This design comes from an exercise in tuning for small area and a short achievable clock period on the open sky130 flow, not from production work.
The RTL was checked by simulation tests, not by an equivalence proof against the original design.

## design.v

```verilog
`timescale 1ns / 1ps
module lowp5(signal_in,
                                signal_out,  
										  time_constant,
                                clock_in,
                                reset,
										  enable);
parameter N=3;
input enable;
input   signed  [27:0]  signal_in;
integer i;
input   signed  [4:0]  time_constant;
input   clock_in;
input   reset;           
reg signed  [27:0]  signal_out_1 [0:N-1];
reg signed  [27:0]  signal_in_1 [0:N-1];
output signed  [27:0]  signal_out;
assign signal_out=signal_out_1[0];
wire signed [31:0] a1=1073741824;
wire signed [31:0] a2=2148224448;
wire signed [31:0] a3=1073001490;
wire signed [31:0] b1=104;
wire signed [31:0] b2=208;
wire signed [31:0] b3=104;
wire    signed  [59:0]  multiply_out;
assign  multiply_out = (b1*signal_in+b2*signal_in_1[0]+b3*signal_in_1[1])-(a2*signal_out_1[0]+a3*signal_out_1[1]);
always @ (posedge clock_in)
begin
    if(reset)  
    begin
		  for (i = 0; i < N ; i = i + 1) begin
				signal_out_1[i] <= signal_in;
				signal_in_1[i] <= signal_in;
		  end
    end
    else if(enable)
    begin
	 signal_in_1[0]<=signal_in;
	 signal_out_1[0]<={multiply_out[59], multiply_out[56:30]};
		  for (i = 1; i < N ; i = i + 1) begin
				signal_out_1[i] <= signal_out_1[i-1];
				signal_in_1[i]  <= signal_in_1[i-1];
		  end
    end
end
endmodule
```

## constraint.sdc

```tcl
create_clock -name core_clock -period 15.0 [get_ports {clock_in}]
set_input_delay 3.0000 -clock core_clock [delete_from_list [all_inputs] [get_ports {clock_in}]]
set_output_delay 3.0000 -clock core_clock [all_outputs]
set_load 0.01 [all_outputs]
```

## run.sh

```bash
#!/bin/bash
# synth_recipe.tcl (not shown) runs the flow's synth.tcl, then flattens the netlist and writes it again
# the make line also repeats each setting of config.mk as NAME=value (left out here)
make -C /OpenROAD-flow-scripts/flow DESIGN_CONFIG=/design/flow/config.mk WORK_HOME=/design/flow/orfs CLKGATE_MAP_FILE= SYNTH_SCRIPT=/design/flow/synth_recipe.tcl finish
```

## config.mk

```make
export PLATFORM = sky130hd
export DESIGN_NAME = lowp5
export DESIGN_NICKNAME = lowp5
export VERILOG_FILES = /design/flow/design.v
export SDC_FILE = /design/flow/constraint.sdc
export NUM_CORES = 4
export LEC_CHECK = 0
export CAP_MARGIN = 20
export CORE_MARGIN = 2
export CORE_UTILIZATION = 40
export SLEW_MARGIN = 20
```

==> flow_summary.yaml <==
logic_synthesis:
  yosysTopAreaCell: "fa_1"
  syn-mean-instance-area_um2: 9.562
  synth_top_flop_cell: "edfxtp_1"
  post_synth_fa_ha_maj_area_fraction: 0.6006
  yosys.cell_types.count: 81
  synth_top_family_by_area: "adder cells"
  synthesis.area_um2: 43470
  synth_compound_area_frac: 0.09899
  syn_inst: 4546
  yosysWarnings: 3
  synth_seq_area_share: 0.07737
  synth-seq-cells: 112
  portion_of_synthesized_cell_area_occupied_by_the_leading_cell_type: 0.3413
  simple_gate_fraction_of_synth_area: 0.05207
  synth-edff-count: 112
  synth_top_cells_by_area: "fa_1 (34%), ha_1 (26%), inv_1 (12%), edfxtp_1 (7.7%), xnor2_1 (3.2%)"
  yosys.area_share.xor_xnor: 0.04531
  synth-async-reset-ratio: 0
  post_synth_mux_area_share: 0.003253
  postSynthNetCount: 6224
floorplan:
  dieWidth_um: 333.6
  chipHeight_um: 333.6
  initial_utilization: 0.4049
  design.portCount: 64
  rows: 120
  fp.dieArea_um2: 111300
  design.core.area_um2: 107400
min_path:
  hold_depth: 2
  min-delay-path-class: "register to register"
  min-delay-start: "signal_in_1[0][2]"
  hold_end: "signal_in_1[1][2]"
detailed_routing:
  dr.first_iter.drc_count: 1602
  avgRoutedWirePerCell_um: 18.22
  viasPerCell: 4.995
  drcViolationCount: 0
  detail_route.wirelength_um: 109500
  drt_pre_antenna_iters: 8
  ant_nets: 0
  via_count: 30020
cts:
  cts_num_sinks: 112
  worstSkewPairLatency_ns: 0.39
  clock_tree_from_tritoncts: "built"
  numCtsBuffers: 9
  cts_htree_levels: 3
  clk_pin_slew_worst_paths_ns: 0.09
  cts_max_path_buffers: 2
  cts.hold.buffers_added: 0
  post-cts-setup-buffers: 0
  cts.root.buffer_cell: "clkbuf_16"
  post_cts_resize_count: 0
place:
  place_area_um2: 45790
  dp.final_hpwl_um: 98450
  dp_worst_setup_slack_ns: 1.896
  routabilityCongestion: 0.8986
  place.port_buffers: 58
setup_path:
  worst_path_most_repeated_cell: "o21ai_0"
  critical-path-slowest-cell: "clkdlybuf4s50_1"
  cp.required_ns: 15.12
  cp-end-kind: "register"
  critPathArrivalTime_ns: 12.96
  critical_path.startpoint_type: "input port"
  critical_path_peak_fanout: 5
  rrSetupSlack_ns: 2.78
  critical_path.reg2reg.endpoint: "signal_out_1[0][26]"
  ff2ff_path_depth: 38
  crit_type: "input port to register"
  cpPeakStageDelay_ns: 0.59
  critical_path.reg2reg.startpoint: "signal_out_1[1][2]"
finish:
  number_of_nets_at_the_end_of_the_flow: 6279
  syn2layout_area_growth_pct: 6.111
  drive_gt1_frac: 0.01346
  final_core_util: 0.4296
  post-route-cell-area_um2: 46120
  layout.filler_cells: 10460
grt:
  grt_pass1_wl_um: 174800
  grt.total_usage: 0.2029
  globalRouteOverflowTotal: 0
  first_global_vias: 31840
  grt_max_degree: 85
  antenna_found_initial: 4
run_status:
  run_status: "timing/DRC/antenna clean"
sta:
  period_minus_slack_ns: 12.84
  worstMarginPinSlew_ns: 1.081
  grt_setup_unrepaired: "false"
  timing.final.crit_share: 0.8561
  timing.fmax_mhz: 77.87
  final-hold-violation-count: 0
  slew_headroom: 0.2605
  worst_clock_skew_ns: 0.01190
  setup_viol_count_final: 0
  worst_slack_ns: 2.159
  maxSlewViolCount: 0
  finalSetupTns_ns: 0
run:
  maximum_capacitance_violations: 0
[logic make-up after synthesis]
group,Yosys count
muxes,13
buffers and inverters,1417
adders and majority gates,1642
and+or+nand+nor,464
xor gates and xnor gates,224
AOI/OAI and AO/OA,674
DFF,112
[worst max-delay path, delay by kind of cell]
kind                     cells  cell delay (ns)
XOR/XNOR                     1             0.29
AO/OA/AOI/OAI               22             5.61
AND/OR/NAND/NOR              1             0.14
buffers and inverters        4             0.76
adder cells (fa/ha/maj)      8             3.14
[cell usage after synthesis (all sizes together), types with 4 or more instances]
cell	n
a31oi	16
o31ai	8
edfxtp	112
a221oi	6
nand2b	31
mux2	9
o21a	26
o21bai	21
and4	9
clkbuf	22
a211oi	19
o211ai	11
a211o	13
o41ai	4
o21ai	200
fa	741
o221ai	4
or3	8
inv	1393
a311oi	8
a31o	4
nor4	4
xor2	66
o211a	4
and2	13
nor2	109
a21boi	10
nor2b	26
and3	27
o2111ai	7
nand4	21
nor3	20
o22ai	5
nand3	43
a21oi	177
mux2i	4
nand2	138
ha	901
a21o	104
xnor2	158
[flip-flops by register name, summed over array words and instances, names as in the netlist]
name / cells
signal_out_1: 56
signal_in_1: 56
[cell type report]
cell class / instances / area, um^2 / area share
Clock buffer: 9 / 225.2 / 0.004883
Tap cell: 1403 / 1755 / 0.03806
Antenna cell: 1 / 2.502 / 0.00005425
Sequential cell: 112 / 3363 / 0.07292
Clock inverter: 7 / 103.9 / 0.002252
Multi-Input combinational cell: 3017 / 34790 / 0.7543
Inverter: 1393 / 5229 / 0.1134
Timing Repair Buffer: 68 / 653.1 / 0.01416
[cell usage in the layout, fill, tap and decap left out, types with 5 or more instances in the layout]
master | netlist | layout
a211o_1 | 13 | 13
a211oi_1 | 17 | 17
a21boi_0 | 9 | 9
a21o_1 | 102 | 102
a21oi_1 | 176 | 176
a221oi_1 | 5 | 5
a311oi_1 | 8 | 8
a31oi_1 | 16 | 16
and2_1 | 13 | 13
and3_1 | 26 | 26
and4_1 | 9 | 9
buf_4 | 0 | 11
clkbuf_16 | 0 | 9
clkdlybuf4s50_1 | 0 | 57
edfxtp_1 | 112 | 112
fa_1 | 741 | 741
ha_1 | 901 | 901
inv_1 | 1393 | 1393
mux2_2 | 9 | 9
nand2_1 | 138 | 138
nand2b_1 | 31 | 31
nand3_1 | 43 | 43
nand4_1 | 21 | 21
nor2_1 | 109 | 109
nor2b_1 | 26 | 26
nor3_1 | 20 | 20
o2111ai_1 | 7 | 7
o211ai_1 | 10 | 10
o21a_1 | 26 | 26
o21ai_0 | 189 | 188
o21ai_1 | 10 | 10
o21bai_1 | 21 | 21
o22ai_1 | 5 | 5
o31ai_1 | 7 | 7
or3_1 | 8 | 8
xnor2_1 | 157 | 157
xor2_1 | 66 | 66
[per-stage QoR]
stage,hold WS (ns),std cells
5_1_grt,0.7680,6009
2_1_floorplan,0.6314,4546
4_1_cts,0.7509,6009
3_3_place_gp,0.7185,5993
3_5_place_dp,0.7304,5993
6_report,0.7451,6010
[per-layer routing]
| layer | GRT usage | part of all wire |
|---|---|---|
| met3 | 0.01413 | 0.036 |
| met4 | 0.04958 | 0.025 |
| met2 | 0.3411 | 0.47 |
| met5 | 0 | 0 |
| met1 | 0.2843 | 0.47 |
[worst max path at each step]
stage	from	endpoint	slack, ns	depth (start not counted)
after floorplan	signal_out_1[1][2]	signal_out_1[0][26]	3.94	40
after CTS	signal_in[3]	signal_out_1[0][27]	2.29	36
after global placement	signal_in[3]	signal_out_1[0][26]	1.97	36
final	signal_in[3]	signal_out_1[0][27]	2.16	36
after global routing	signal_in[2]	signal_out_1[0][26]	1.62	36
after detailed placement	signal_in[3]	signal_out_1[0][27]	1.90	36

afterwards: timing with drivers on the ports:
Ports are ideal in the flow. The routed layout listed here was re-timed in OpenROAD. Step 1 (the two cells are an assumption about what drives the block):
set clk [get_ports {clock_in}]
set_driving_cell -lib_cell sky130_fd_sc_hd__clkbuf_16 $clk
set_driving_cell -lib_cell sky130_fd_sc_hd__buf_2 [delete_from_list [all_inputs] $clk]
Step 2 adds t to the input delays and takes it off the output delays; t is the mean of the earliest and latest rising clock arrival at the registers after step 1. Input paths then give back, and output paths get back, about the clock's delay inside the block. a / b / c = ideal / step 1 / step 2; a / b = the first two.
t (ns): 0.438
setup WS [ns]: 2.159 / 2.187 / 1.749
worst register clock-pin slew, ns: 0.09 / 0.09
worst slew at a driven data input, ns: 0.09
pins driven straight from the clock port: 1
After both steps setup and hold are still met in this run. The setup slack of this run moves by +0.028 ns with the drivers and by -0.410 ns with both steps.
